This design comes from an exercise in tuning for small area on the open sky130 flow, not from production work. The RTL was checked by simulation tests, not by an equivalence proof against the original design. Power is estimated from default activity; no workload was simulated.

// main_proj
module main_proj (
input clk,sw0,sw1,bgreen1,bgreen2,byellow1,byellow2,set,rst,run,
output [7:0] seg1,
output [7:0] seg2,
output [2:0] traffic1,traffic2,
output outyl1,outyl2,
output train1,train2);
reg [4:0] m25;
reg [2:0] ph;
wire m_nz = |m25;
wire m_last = m25[4] & m25[3];           
always @(posedge clk) begin
  if (rst) begin
    m25 <= 5'd0;
    ph  <= 3'd7;
  end else begin
    m25 <= m_last ? 5'd0 : m25 + 5'd1;
    if (~m_nz) ph <= ph + 3'd1;
  end
end
wire tick     = ~m_nz & ph[1] & ph[0];       
wire clk_2hz  = ~ph[0];                      
wire clk_05hz = ~ph[2];                      
wire en = rst | tick;
assign outyl1 = sw0 & clk_05hz;
assign outyl2 = sw0 & clk_05hz;
assign train1 = sw1 & clk_2hz;
assign train2 = sw1 & ~clk_2hz;
reg [7:0] G, Y;
wire yinc = byellow1;
wire ydec = ~byellow1 & byellow2;
wire ginc = ~byellow1 & ~byellow2 & bgreen1;
wire gdec = ~byellow1 & ~byellow2 & ~bgreen1 & bgreen2;
wire step = en & ~rst & set;
  ...
==> flow/config.mk <==
export PLATFORM = sky130hd
export DESIGN_NAME = main_proj
export DESIGN_NICKNAME = main_proj
export VERILOG_FILES = /design/flow/design.v
export SDC_FILE = /design/flow/constraint.sdc
export NUM_CORES = 4
export LEC_CHECK = 0
export CAP_MARGIN = 0
export CORE_MARGIN = 2
export CORE_UTILIZATION = 40
export GPL_TIMING_DRIVEN = 0
export SLEW_MARGIN = 0
==> flow/constraint.sdc <==
create_clock -name core_clock -period 8.0 [get_ports {clk}]
set_input_delay 1.6000 -clock core_clock [delete_from_list [all_inputs] [get_ports {clk}]]
set_output_delay 1.6000 -clock core_clock [all_outputs]
set_load 0.01 [all_outputs]
standard.sh (not shown) runs the stock make flow with config.mk's settings and CLKGATE_MAP_FILE= SYNTH_SCRIPT=/design/flow/synth_recipe.tcl, a recipe that flattens the netlist after the stock synthesis.
==> flow/flow/run.sh <==
#!/bin/bash
# Own layout flow.
# 1. the standard synthesis (standard.sh synth), unchanged.
# 2. Its combinational logic re-mapped by ABC with nine area scripts (one plain, eight deepsyn
#    seeds); every register instance is kept as it is. Each result is proven equal to the
#    standard netlist (Yosys equiv, registers paired by name) and the smallest is kept; if none
#    passes, the standard netlist is used.
# 3. The standard layout steps (standard.sh finish) with buf_1 port buffers, one tie cell for
#    the constant outputs, and a clock tree without dummy loads.
# Each tool's output goes to its own log file in this folder.
set -euo pipefail
here=$(pwd)
YOSYS=$(command -v yosys || echo "$FLOW_HOME/../tools/install/yosys/bin/yosys")
R=$here/orfs/results/$FLOW_PLATFORM/main_proj/base
LIB=$FLOW_HOME/platforms/$FLOW_PLATFORM/lib/sky130_fd_sc_hd__tt_025C_1v80.lib

bash standard.sh synth > $here/1_standard_synth.log 2>&1
cp $R/1_2_yosys.v $here/1_2_yosys_standard.v
export RESYN_LIB=$LIB RESYN_IN=$here/1_2_yosys_standard.v

resyn_one() {
  local c=$1
  ( export RESYN_OUT=$here/1_2_yosys_resyn_$c.v RESYN_ABC=$here/flow/abc_$c.scr RESYN_AREA=$here/area_$c.txt
    if "$YOSYS" -c $here/flow/resyn.tcl > $here/2_resyn_$c.log 2>&1 && \
       "$YOSYS" -c $here/flow/eqv.tcl > $here/3_resyn_equiv_$c.log 2>&1 && \
       "$YOSYS" -c $here/flow/area.tcl > $here/3_area_$c.log 2>&1; then
      echo ok > $here/resyn_ok_$c
    fi )
}
# two waves of four, so each deepsyn run has a core of its own
for c in s1 s2 s3 s4; do resyn_one $c & done
wait
for c in s5 s6 s7 s8 a; do resyn_one $c & done
wait

best=""; bestarea=""
for c in a s1 s2 s3 s4 s5 s6 s7 s8; do
  [[ -f $here/resyn_ok_$c ]] || continue
  a=$(grep -oE "Chip area for module '.main_proj': [0-9.]+" $here/area_$c.txt | awk '{print $NF}')
  [[ -n "$a" ]] || continue
  if [[ -z "$bestarea" ]] || awk -v x="$a" -v y="$bestarea" 'BEGIN{exit !(x<y)}'; then best=$c; bestarea=$a; fi
done
if [[ -n "$best" ]]; then
  cp $here/1_2_yosys_resyn_$best.v $R/1_2_yosys.v
  echo "using re-mapped netlist $best ($bestarea um2)" > $here/resyn_choice.txt
else
  echo "using standard netlist" > $here/resyn_choice.txt
fi
rm -f $R/1_synth.odb $R/1_synth.sdc
touch $R/1_2_yosys.v

bash standard.sh finish \
  "BUFFER_PORTS_ARGS=-buffer_cell sky130_fd_sc_hd__buf_1" \
  "CTS_ARGS=-sink_clustering_enable -repair_clock_nets -dont_use_dummy_load -buf_list sky130_fd_sc_hd__clkbuf_4" \
  "SKIP_REPAIR_TIE_FANOUT=1" \
  > $here/4_standard_finish.log 2>&1
==> flow/flow/abc_s5.scr <==
strash; &get -n; &deepsyn -T 90 -S 5; &put; dch -f; amap; strash; dch -f; amap; topo
==> flow/flow/abc_s6.scr <==
strash; &get -n; &deepsyn -T 90 -S 6; &put; dch -f; amap; strash; dch -f; amap; topo
==> flow/flow/abc_s7.scr <==
strash; &get -n; &deepsyn -T 90 -S 7; &put; dch -f; amap; strash; dch -f; amap; topo
==> flow/flow/abc_s8.scr <==
strash; &get -n; &deepsyn -T 90 -S 8; &put; dch -f; amap; strash; dch -f; amap; topo
Other scripts of this flow, unchanged in this note and not shown: flow/flow/abc_a.scr, flow/flow/abc_s1.scr, flow/flow/abc_s2.scr, flow/flow/abc_s3.scr, flow/flow/abc_s4.scr, flow/flow/area.tcl, flow/flow/eqv.tcl, flow/flow/resyn.tcl
Then changed:
--- a/flow/flow/run.sh
+++ b/flow/flow/run.sh
@@ -3,3 +3,3 @@
 # 1. the standard synthesis (standard.sh synth), unchanged.
-# 2. Its combinational logic re-mapped by ABC with nine area scripts (one plain, eight deepsyn
+# 2. Its combinational logic re-mapped by ABC with five area scripts (one plain, four deepsyn
 #    seeds); every register instance is kept as it is. Each result is proven equal to the
@@ -20,4 +20,3 @@
 
-resyn_one() {
-  local c=$1
+for c in a s1 s2 s3 s4; do
   ( export RESYN_OUT=$here/1_2_yosys_resyn_$c.v RESYN_ABC=$here/flow/abc_$c.scr RESYN_AREA=$here/area_$c.txt
@@ -27,8 +26,4 @@
       echo ok > $here/resyn_ok_$c
-    fi )
-}
-# two waves of four, so each deepsyn run has a core of its own
-for c in s1 s2 s3 s4; do resyn_one $c & done
-wait
-for c in s5 s6 s7 s8 a; do resyn_one $c & done
+    fi ) &
+done
 wait
@@ -36,3 +31,3 @@
 best=""; bestarea=""
-for c in a s1 s2 s3 s4 s5 s6 s7 s8; do
+for c in a s1 s2 s3 s4; do
   [[ -f $here/resyn_ok_$c ]] || continue
removed: flow/flow/abc_s5.scr
removed: flow/flow/abc_s6.scr
removed: flow/flow/abc_s7.scr
removed: flow/flow/abc_s8.scr
- The new run produced a clean layout
- sequential cell count is unchanged
- total power is lower slightly
- count of clock-buffer cells in the layout does not change
- combinational power stays flat
- first-iteration DRC count decreases by roughly a tenth
- register-to-register slack improves by 130 ps
- final area barely changes
- synthesized cell count went up slightly

[afterwards: timing with drivers on the ports]
Ports are ideal in the flow. The routed layouts listed here were re-timed in OpenROAD. Step 1, drivers: a clkbuf_16 drives clk and a buf_2 each remaining input, both assumed. Step 2 moves the port delays by t, midway between the first and last clock arrival at a register: inputs arrive t later, outputs are due t later. That takes back most of the time a late clock gives input paths. a / b / c = ideal ports / drivers / drivers and shift; a / b = the first two.
run | t (ns) | setup slack, ns | worst setup path at the end | worst slew at a driven data input, ns
the first run | 0.448 | 1.741 / 1.752 / 1.305 | input to register | 0.03
the second run | 0.428 | 2.098 / 2.105 / 1.677 | input to register | 0.03
After both steps every run listed still meets setup and hold. The setup slack of the first run, which loses most, moves by +0.011 ns with the drivers and by -0.436 ns with both steps.
